This design comes from an exercise in tuning for a short achievable clock period and few clock cycles on the open sky130 flow, not from production work. Where RTL was checked, it was by simulation tests only, not by an equivalence proof against the original. Power figures rest on the tool's default switching activity, not on a simulated workload.

==> module cache, before the edit <==
module cache(PRead_request, PWrite_request, PWrite_data, PAddress, clk, rst, MRead_data, MRead_ready, MWrite_done,
             MRead_request, MWrite_request, MWrite_data, MAddress, PRead_ready, PWrite_done, PRead_data);
input PRead_request;
input PWrite_request;
input [7:0] PWrite_data;
input [7:0] PAddress;
output PRead_ready;
output PWrite_done;
output [7:0] PRead_data;
output MRead_request;
output MWrite_request;
output [7:0] MWrite_data;
output [7:0] MAddress;
input MRead_ready;
input MWrite_done;
input [31:0] MRead_data;
input clk;
input rst;
reg [31:0] blocks [7:0];
reg [2:0]  cache_tags [7:0];
reg [7:0]  valid;
reg       answer;        
reg       miss_state;    
reg [7:0] read_byte;     
reg       write_hit;     
wire [2:0] p_tag           = PAddress[7:5];
wire [2:0] p_block_select  = PAddress[4:2];
wire [1:0] p_byte_in_block = PAddress[1:0];
wire cache_hit = valid[p_block_select] & (cache_tags[p_block_select] == p_tag);
wire lookup    = ~answer & ~miss_state;
wire read_hit  = lookup & PRead_request & cache_hit;
wire read_miss = lookup & PRead_request & ~cache_hit;
wire fill      = miss_state & MRead_ready;
wire update    = write_hit & MWrite_done;
wire [31:0] line = fill ? MRead_data : blocks[p_block_select];
wire [7:0] line_byte = (p_byte_in_block == 2'd0) ? line[7:0] :
                       (p_byte_in_block == 2'd1) ? line[15:8] :
                       (p_byte_in_block == 2'd2) ? line[23:16] : line[31:24];
always @(posedge clk) begin
    if (rst) begin
        valid      <= 8'h00;
        answer     <= 1'b0;
        miss_state <= 1'b0;
    end else begin
        if (fill)
            valid[p_block_select] <= 1'b1;
        answer <= read_hit | fill;
        if (lookup)
            miss_state <= read_miss;
        else if (MRead_ready)
            miss_state <= 1'b0;
    end
end
always @(posedge clk) begin
    read_byte <= line_byte;
    write_hit <= PWrite_request & cache_hit;
end
always @(posedge clk) begin
    if (fill) begin
        blocks[p_block_select]     <= MRead_data;
        cache_tags[p_block_select] <= p_tag;
    end else if (update) begin
        case (p_byte_in_block)
            2'd0: blocks[p_block_select][7:0]   <= PWrite_data;
            2'd1: blocks[p_block_select][15:8]  <= PWrite_data;
            2'd2: blocks[p_block_select][23:16] <= PWrite_data;
            2'd3: blocks[p_block_select][31:24] <= PWrite_data;
        endcase
    end
end
assign PRead_ready    = answer;
assign PRead_data     = read_byte;
assign PWrite_done    = MWrite_done;
assign MRead_request  = miss_state;
assign MWrite_request = PWrite_request;
assign MWrite_data    = PWrite_data;
assign MAddress       = {PAddress[7:2], miss_state ? 2'b00 : p_byte_in_block};
endmodule
Settings: LEC_CHECK=0, ABC_CLOCK_PERIOD_IN_PS=2200, CAP_MARGIN=20, CORE_MARGIN=2, CORE_UTILIZATION=40, SETUP_SLACK_MARGIN=2.8, SLEW_MARGIN=20; clock period 5.0 ns.
run.sh (not shown) runs the stock make flow with config.mk's settings and CLKGATE_MAP_FILE= SYNTH_SCRIPT=/design/flow/synth_recipe.tcl, a recipe that flattens the netlist after the stock synthesis.
Change:
==> flow/design.v (replaced) <==
module cache(PRead_request, PWrite_request, PWrite_data, PAddress, clk, rst, MRead_data, MRead_ready, MWrite_done,
             MRead_request, MWrite_request, MWrite_data, MAddress, PRead_ready, PWrite_done, PRead_data);
input PRead_request;
input PWrite_request;
input [7:0] PWrite_data;
input [7:0] PAddress;
output PRead_ready;
output PWrite_done;
output [7:0] PRead_data;
output MRead_request;
output MWrite_request;
output [7:0] MWrite_data;
output [7:0] MAddress;
input MRead_ready;
input MWrite_done;
input [31:0] MRead_data;
input clk;
input rst;
reg [31:0] blocks [7:0];
reg [2:0]  cache_tags [7:0];
reg [7:0]  valid;
reg       answer;        
reg       miss_state;    
reg [7:0] read_byte;     
reg       write_hit;     
reg [7:0] addr_q;        
reg [7:0] wdata_q;       
wire [2:0] p_tag           = PAddress[7:5];
wire [2:0] p_block_select  = PAddress[4:2];
wire [1:0] p_byte_in_block = PAddress[1:0];
wire [2:0] q_tag           = addr_q[7:5];
wire [2:0] q_block_select  = addr_q[4:2];
wire [1:0] q_byte_in_block = addr_q[1:0];
wire cache_hit = valid[p_block_select] & (cache_tags[p_block_select] == p_tag);
wire lookup    = ~answer & ~miss_state;
wire read_hit  = lookup & PRead_request & cache_hit;
wire read_miss = lookup & PRead_request & ~cache_hit;
wire fill      = miss_state & MRead_ready;
wire [31:0] line = blocks[p_block_select];
wire [7:0] hit_byte  = (p_byte_in_block == 2'd0) ? line[7:0] :
                       (p_byte_in_block == 2'd1) ? line[15:8] :
                       (p_byte_in_block == 2'd2) ? line[23:16] : line[31:24];
wire [7:0] fill_byte = (q_byte_in_block == 2'd0) ? MRead_data[7:0] :
                       (q_byte_in_block == 2'd1) ? MRead_data[15:8] :
                       (q_byte_in_block == 2'd2) ? MRead_data[23:16] : MRead_data[31:24];
always @(posedge clk) begin
    if (rst) begin
        valid      <= 8'h00;
        answer     <= 1'b0;
        miss_state <= 1'b0;
        write_hit  <= 1'b0;
    end else begin
        if (fill)
            valid[q_block_select] <= 1'b1;
        answer <= read_hit | fill;
        if (lookup)
            miss_state <= read_miss;
        else if (MRead_ready)
            miss_state <= 1'b0;
        write_hit <= PWrite_request & cache_hit;
    end
end
always @(posedge clk) begin
    read_byte <= fill ? fill_byte : hit_byte;
    addr_q    <= PAddress;
    wdata_q   <= PWrite_data;
end
always @(posedge clk) begin
    if (fill) begin
        blocks[q_block_select]     <= MRead_data;
        cache_tags[q_block_select] <= q_tag;
    end else if (write_hit) begin
        case (q_byte_in_block)
            2'd0: blocks[q_block_select][7:0]   <= wdata_q;
            2'd1: blocks[q_block_select][15:8]  <= wdata_q;
            2'd2: blocks[q_block_select][23:16] <= wdata_q;
            2'd3: blocks[q_block_select][31:24] <= wdata_q;
        endcase
    end
end
assign PRead_ready    = answer;
assign PRead_data     = read_byte;
assign PWrite_done    = MWrite_done;
assign MRead_request  = miss_state;
assign MWrite_request = PWrite_request;
assign MWrite_data    = PWrite_data;
assign MAddress       = {PAddress[7:2], miss_state ? 2'b00 : p_byte_in_block};
endmodule
Area after synthesis rises by 1.0%; power falls by 2.8%; fmax falls by 0.98%; sequential share of layout area rises by 7.6 points; routed wire length falls by 24%; register-to-register slack loses 110 ps.
Testbench counts after the change, summed over its fixed seeds: cycles 85,828.
No functional check of the RTL was part of the first run of this note.

* * *

Another version of the RTL of cache (not shown whole).
Size: roughly 320 flip-flops, roughly 13000 um^2 of cells after synthesis.
==> module cache, before the edit <==
module cache(PRead_request, PWrite_request, PWrite_data, PAddress, clk, rst, MRead_data, MRead_ready, MWrite_done,
             MRead_request, MWrite_request, MWrite_data, MAddress, PRead_ready, PWrite_done, PRead_data);
input PRead_request;
input PWrite_request;
input [7:0] PWrite_data;
input [7:0] PAddress;
output PRead_ready;
output PWrite_done;
output [7:0] PRead_data;
output MRead_request;
output MWrite_request;
output [7:0] MWrite_data;
output [7:0] MAddress;
input MRead_ready;
input MWrite_done;
input [31:0] MRead_data;
input clk;
input rst;
reg [31:0] blocks [7:0];
reg [2:0]  cache_tags [7:0];
reg [7:0]  valid;
reg       hit_state;     
reg       miss_state;    
reg [3:0] miss_sel;      
reg [7:0] hit_byte;      
reg       write_hit;     
reg [7:0] addr_q;        
reg [7:0] wdata_q;       
wire [2:0] p_tag           = PAddress[7:5];
wire [2:0] p_block_select  = PAddress[4:2];
wire [1:0] p_byte_in_block = PAddress[1:0];
wire [2:0] q_tag           = addr_q[7:5];
wire [2:0] q_block_select  = addr_q[4:2];
wire [1:0] q_byte_in_block = addr_q[1:0];
wire cache_hit = valid[p_block_select] & (cache_tags[p_block_select] == p_tag);
wire lookup    = ~hit_state & ~miss_state;
wire read_hit  = lookup & PRead_request & cache_hit;
wire read_miss = lookup & PRead_request & ~cache_hit;
wire fill      = miss_state & MRead_ready;
wire [31:0] line = blocks[p_block_select];
wire [7:0] cache_byte = (p_byte_in_block == 2'd0) ? line[7:0] :
                        (p_byte_in_block == 2'd1) ? line[15:8] :
                        (p_byte_in_block == 2'd2) ? line[23:16] : line[31:24];
always @(posedge clk) begin
    if (rst) begin
        valid      <= 8'h00;
        hit_state  <= 1'b0;
        miss_state <= 1'b0;
        miss_sel   <= 4'b0000;
        write_hit  <= 1'b0;
    end else begin
        if (fill)
            valid[q_block_select] <= 1'b1;
        hit_state <= read_hit;
        if (lookup) begin
            miss_state <= read_miss;
            miss_sel   <= {4{read_miss}} & (4'b0001 << p_byte_in_block);
        end else if (MRead_ready) begin
            miss_state <= 1'b0;
            miss_sel   <= 4'b0000;
        end
        write_hit <= PWrite_request & cache_hit;
    end
end
always @(posedge clk) begin
    hit_byte  <= read_hit ? cache_byte : 8'h00;
    addr_q    <= PAddress;
    wdata_q   <= PWrite_data;
end
always @(posedge clk) begin
    if (fill) begin
        blocks[q_block_select]     <= MRead_data;
        cache_tags[q_block_select] <= q_tag;
    end else if (write_hit) begin
        case (q_byte_in_block)
            2'd0: blocks[q_block_select][7:0]   <= wdata_q;
            2'd1: blocks[q_block_select][15:8]  <= wdata_q;
            2'd2: blocks[q_block_select][23:16] <= wdata_q;
            2'd3: blocks[q_block_select][31:24] <= wdata_q;
        endcase
    end
end
assign PRead_ready    = hit_state | fill;
assign PRead_data     = hit_byte |
                        ({8{miss_sel[0]}} & MRead_data[7:0])   | ({8{miss_sel[1]}} & MRead_data[15:8]) |
                        ({8{miss_sel[2]}} & MRead_data[23:16]) | ({8{miss_sel[3]}} & MRead_data[31:24]);
assign PWrite_done    = MWrite_done;
assign MRead_request  = miss_state;
assign MWrite_request = PWrite_request;
assign MWrite_data    = PWrite_data;
assign MAddress       = {PAddress[7:2], miss_state ? 2'b00 : p_byte_in_block};
endmodule
make LEC_CHECK=0 ABC_CLOCK_PERIOD_IN_PS=2300 CAP_MARGIN=20 CORE_MARGIN=2 CORE_UTILIZATION=40 SETUP_SLACK_MARGIN=2.6 SLEW_MARGIN=20 finish   # period 5.0 ns
==> next run, changes <==
--- a/flow/design.v
+++ b/flow/design.v
@@ -19,10 +19,9 @@
 reg [31:0] blocks [7:0];
 reg [2:0]  cache_tags [7:0];
 reg [7:0]  valid;
-reg       hit_state;     
+reg       answer;        
 reg       miss_state;    
-reg [3:0] miss_sel;      
-reg [7:0] hit_byte;      
+reg [7:0] read_byte;     
 reg       write_hit;     
 reg [7:0] addr_q;        
 reg [7:0] wdata_q;       
@@ -33,37 +32,36 @@
 wire [2:0] q_block_select  = addr_q[4:2];
 wire [1:0] q_byte_in_block = addr_q[1:0];
 wire cache_hit = valid[p_block_select] & (cache_tags[p_block_select] == p_tag);
-wire lookup    = ~hit_state & ~miss_state;
+wire lookup    = ~answer & ~miss_state;
 wire read_hit  = lookup & PRead_request & cache_hit;
 wire read_miss = lookup & PRead_request & ~cache_hit;
 wire fill      = miss_state & MRead_ready;
 wire [31:0] line = blocks[p_block_select];
-wire [7:0] cache_byte = (p_byte_in_block == 2'd0) ? line[7:0] :
-                        (p_byte_in_block == 2'd1) ? line[15:8] :
-                        (p_byte_in_block == 2'd2) ? line[23:16] : line[31:24];
+wire [7:0] hit_byte  = (p_byte_in_block == 2'd0) ? line[7:0] :
+                       (p_byte_in_block == 2'd1) ? line[15:8] :
+                       (p_byte_in_block == 2'd2) ? line[23:16] : line[31:24];
+wire [7:0] fill_byte = (q_byte_in_block == 2'd0) ? MRead_data[7:0] :
+                       (q_byte_in_block == 2'd1) ? MRead_data[15:8] :
+                       (q_byte_in_block == 2'd2) ? MRead_data[23:16] : MRead_data[31:24];
 always @(posedge clk) begin
     if (rst) begin
         valid      <= 8'h00;
-        hit_state  <= 1'b0;
+        answer     <= 1'b0;
         miss_state <= 1'b0;
-        miss_sel   <= 4'b0000;
         write_hit  <= 1'b0;
     end else begin
         if (fill)
             valid[q_block_select] <= 1'b1;
-        hit_state <= read_hit;
-        if (lookup) begin
+        answer <= read_hit | fill;
+        if (lookup)
             miss_state <= read_miss;
-            miss_sel   <= {4{read_miss}} & (4'b0001 << p_byte_in_block);
-        end else if (MRead_ready) begin
+        else if (MRead_ready)
             miss_state <= 1'b0;
-            miss_sel   <= 4'b0000;
-        end
         write_hit <= PWrite_request & cache_hit;
     end
 end
 always @(posedge clk) begin
-    hit_byte  <= read_hit ? cache_byte : 8'h00;
+    read_byte <= fill ? fill_byte : hit_byte;
     addr_q    <= PAddress;
     wdata_q   <= PWrite_data;
 end
@@ -80,10 +78,8 @@
         endcase
     end
 end
-assign PRead_ready    = hit_state | fill;
-assign PRead_data     = hit_byte |
-                        ({8{miss_sel[0]}} & MRead_data[7:0])   | ({8{miss_sel[1]}} & MRead_data[15:8]) |
-                        ({8{miss_sel[2]}} & MRead_data[23:16]) | ({8{miss_sel[3]}} & MRead_data[31:24]);
+assign PRead_ready    = answer;
+assign PRead_data     = read_byte;
 assign PWrite_done    = MWrite_done;
 assign MRead_request  = miss_state;
 assign MWrite_request = PWrite_request;
Effect: Clock-buffer cell count decreases by 3. Fmax increases by 16%. Critical path depth decreases by 1. Global-route usage decreases by 0.22 points. Total power decreases by about 7%. Sequential cell count decreases by 4. Final area increases by about 0.66%.
Testbench counts after the change, summed over its fixed seeds: cycles 85,828.
Function not checked in the first run of this note: the RTL went through the layout flow alone.

* * *

## P
Another version of the RTL of cache (not shown whole).
Size in the first run: about 790 cells after synthesis, roughly 82 I/O pins, ~12000 um2 of cells after synthesis.
==> module cache, before the edit <==
module cache(PRead_request, PWrite_request, PWrite_data, PAddress, clk, rst, MRead_data, MRead_ready, MWrite_done,
             MRead_request, MWrite_request, MWrite_data, MAddress, PRead_ready, PWrite_done, PRead_data);
input PRead_request;
input PWrite_request;
input [7:0] PWrite_data;
input [7:0] PAddress;
output PRead_ready;
output PWrite_done;
output [7:0] PRead_data;
output MRead_request;
output MWrite_request;
output [7:0] MWrite_data;
output [7:0] MAddress;
input MRead_ready;
input MWrite_done;
input [31:0] MRead_data;
input clk;
input rst;
reg [31:0] blocks [7:0];
reg [2:0]  cache_tags [7:0];
reg [7:0]  valid;
reg       hit_state;     
reg       miss_state;    
reg [3:0] miss_sel;      
reg [7:0] hit_byte;      
reg       write_hit;     
wire [2:0] p_tag           = PAddress[7:5];
wire [2:0] p_block_select  = PAddress[4:2];
wire [1:0] p_byte_in_block = PAddress[1:0];
wire cache_hit = valid[p_block_select] & (cache_tags[p_block_select] == p_tag);
wire lookup    = ~hit_state & ~miss_state;
wire read_hit  = lookup & PRead_request & cache_hit;
wire read_miss = lookup & PRead_request & ~cache_hit;
wire fill      = miss_state & MRead_ready;
wire update    = write_hit & MWrite_done;
wire [31:0] line = blocks[p_block_select];
wire [7:0] cache_byte = (p_byte_in_block == 2'd0) ? line[7:0] :
                        (p_byte_in_block == 2'd1) ? line[15:8] :
                        (p_byte_in_block == 2'd2) ? line[23:16] : line[31:24];
always @(posedge clk) begin
    if (rst) begin
        valid      <= 8'h00;
        hit_state  <= 1'b0;
        miss_state <= 1'b0;
        miss_sel   <= 4'b0000;
    end else begin
        if (fill)
            valid[p_block_select] <= 1'b1;
        hit_state <= read_hit;
        if (lookup) begin
            miss_state <= read_miss;
            miss_sel   <= {4{read_miss}} & (4'b0001 << p_byte_in_block);
        end else if (MRead_ready) begin
            miss_state <= 1'b0;
            miss_sel   <= 4'b0000;
        end
    end
end
always @(posedge clk) begin
    hit_byte  <= read_hit ? cache_byte : 8'h00;
    write_hit <= PWrite_request & cache_hit;
end
always @(posedge clk) begin
    if (fill) begin
        blocks[p_block_select]     <= MRead_data;
        cache_tags[p_block_select] <= p_tag;
    end else if (update) begin
        case (p_byte_in_block)
            2'd0: blocks[p_block_select][7:0]   <= PWrite_data;
            2'd1: blocks[p_block_select][15:8]  <= PWrite_data;
            2'd2: blocks[p_block_select][23:16] <= PWrite_data;
            2'd3: blocks[p_block_select][31:24] <= PWrite_data;
        endcase
    end
end
assign PRead_ready    = hit_state | fill;
assign PRead_data     = hit_byte |
                        ({8{miss_sel[0]}} & MRead_data[7:0])   | ({8{miss_sel[1]}} & MRead_data[15:8]) |
                        ({8{miss_sel[2]}} & MRead_data[23:16]) | ({8{miss_sel[3]}} & MRead_data[31:24]);
assign PWrite_done    = MWrite_done;
assign MRead_request  = miss_state;
assign MWrite_request = PWrite_request;
assign MWrite_data    = PWrite_data;
assign MAddress       = {PAddress[7:2], miss_state ? 2'b00 : p_byte_in_block};
endmodule
export LEC_CHECK = 0
export ABC_CLOCK_PERIOD_IN_PS = 2200
export CAP_MARGIN = 20
export CORE_MARGIN = 2
export CORE_UTILIZATION = 40
export SETUP_SLACK_MARGIN = 2.8
export SLEW_MARGIN = 20
create_clock -name core_clock -period 5.0 [get_ports {clk}]
diff inputs: P => Q
--- a/flow/design.v
+++ b/flow/design.v
@@ -22,56 +22,63 @@
 reg       hit_state;     
 reg       miss_state;    
 reg [3:0] miss_sel;      
 reg [7:0] hit_byte;      
 reg       write_hit;     
+reg [7:0] addr_q;        
+reg [7:0] wdata_q;       
 wire [2:0] p_tag           = PAddress[7:5];
 wire [2:0] p_block_select  = PAddress[4:2];
 wire [1:0] p_byte_in_block = PAddress[1:0];
+wire [2:0] q_tag           = addr_q[7:5];
+wire [2:0] q_block_select  = addr_q[4:2];
+wire [1:0] q_byte_in_block = addr_q[1:0];
 wire cache_hit = valid[p_block_select] & (cache_tags[p_block_select] == p_tag);
 wire lookup    = ~hit_state & ~miss_state;
 wire read_hit  = lookup & PRead_request & cache_hit;
 wire read_miss = lookup & PRead_request & ~cache_hit;
 wire fill      = miss_state & MRead_ready;
-wire update    = write_hit & MWrite_done;
 wire [31:0] line = blocks[p_block_select];
 wire [7:0] cache_byte = (p_byte_in_block == 2'd0) ? line[7:0] :
                         (p_byte_in_block == 2'd1) ? line[15:8] :
                         (p_byte_in_block == 2'd2) ? line[23:16] : line[31:24];
 always @(posedge clk) begin
     if (rst) begin
         valid      <= 8'h00;
         hit_state  <= 1'b0;
         miss_state <= 1'b0;
         miss_sel   <= 4'b0000;
+        write_hit  <= 1'b0;
     end else begin
         if (fill)
-            valid[p_block_select] <= 1'b1;
+            valid[q_block_select] <= 1'b1;
         hit_state <= read_hit;
         if (lookup) begin
             miss_state <= read_miss;
             miss_sel   <= {4{read_miss}} & (4'b0001 << p_byte_in_block);
         end else if (MRead_ready) begin
             miss_state <= 1'b0;
             miss_sel   <= 4'b0000;
         end
+        write_hit <= PWrite_request & cache_hit;
     end
 end
 always @(posedge clk) begin
     hit_byte  <= read_hit ? cache_byte : 8'h00;
-    write_hit <= PWrite_request & cache_hit;
+    addr_q    <= PAddress;
+    wdata_q   <= PWrite_data;
 end
 always @(posedge clk) begin
     if (fill) begin
-        blocks[p_block_select]     <= MRead_data;
-        cache_tags[p_block_select] <= p_tag;
-    end else if (update) begin
-        case (p_byte_in_block)
-            2'd0: blocks[p_block_select][7:0]   <= PWrite_data;
-            2'd1: blocks[p_block_select][15:8]  <= PWrite_data;
-            2'd2: blocks[p_block_select][23:16] <= PWrite_data;
-            2'd3: blocks[p_block_select][31:24] <= PWrite_data;
+        blocks[q_block_select]     <= MRead_data;
+        cache_tags[q_block_select] <= q_tag;
+    end else if (write_hit) begin
+        case (q_byte_in_block)
+            2'd0: blocks[q_block_select][7:0]   <= wdata_q;
+            2'd1: blocks[q_block_select][15:8]  <= wdata_q;
+            2'd2: blocks[q_block_select][23:16] <= wdata_q;
+            2'd3: blocks[q_block_select][31:24] <= wdata_q;
         endcase
     end
 end
 assign PRead_ready    = hit_state | fill;
 assign PRead_data     = hit_byte |
Results
Per the comparison of Q with P, combined area of the multi-input logic cells now smaller; met3 usage now larger. Sort P and Q by first-pass GRT wire length asc -> top: Q. Fmax for Q: 0.51% down relative to P. Relative to P, the highest ir drop seen on vdd of Q is lower by 0.074 mV. PRead_data[2] as the critical path endpoint was reported by P, and PRead_data[6] by Q. P vs Q, slowest stage cell on the critical path: sky130_fd_sc_hd__a222oi_1 vs sky130_fd_sc_hd__dlygate4sd2_1. Looking at sum of routed wire length over all layers, Q sits 13% lower than P does. Of P and Q, the run reporting the higher final instance count without filler cells was P. Q against P: length of routed met2 wiring went down; post-layout minimum cycle time went up; final instance area went down.
Function was not checked in any run of this note: the RTL went through the layout flow alone.

==> afterwards: timing with drivers on the ports <==
How much do the figures lean on ideal ports? The routed layouts below were timed once more, with nothing changed but the port constraints. Step 1 assumes that a clkbuf_16 drives the clock port and a buf_2 every other input. Step 2 moves the port delays by t, midway between the first and last clock arrival at a register: inputs arrive t later, outputs are due t later. That takes back most of the time a late clock gives input paths. a / b / c = no drivers / after step 1 / after step 2; a / b = the first two.
| run | t, ns | setup slack, ns | worst setup path after step 2 | worst slew at a driven data input, ns |
|---|---|---|---|---|
| the first run of note 1 | 0.554 | 2.572 / 2.540 / 2.008 | input to register | 0.22 |
| the second run of note 1 | 0.556 | 2.548 / 2.517 / 2.121 | input to register | 0.17 |
| the first run of note 2 | 0.597 | 2.203 / 2.163 / 2.084 | input to register | 0.17 |
| the second run of note 2 | 0.604 | 2.588 / 2.543 / 2.015 | input to register | 0.16 |
| P | 0.619 | 2.255 / 2.217 / 1.935 | input to register | 0.18 |
| Q | 0.554 | 2.241 / 2.200 / 2.092 | input to register | 0.23 |
After both steps every run listed still meets setup and hold. For the second run of note 2, which loses most, drivers alone change the setup slack by -0.045 ns; drivers and shift together by -0.573 ns.
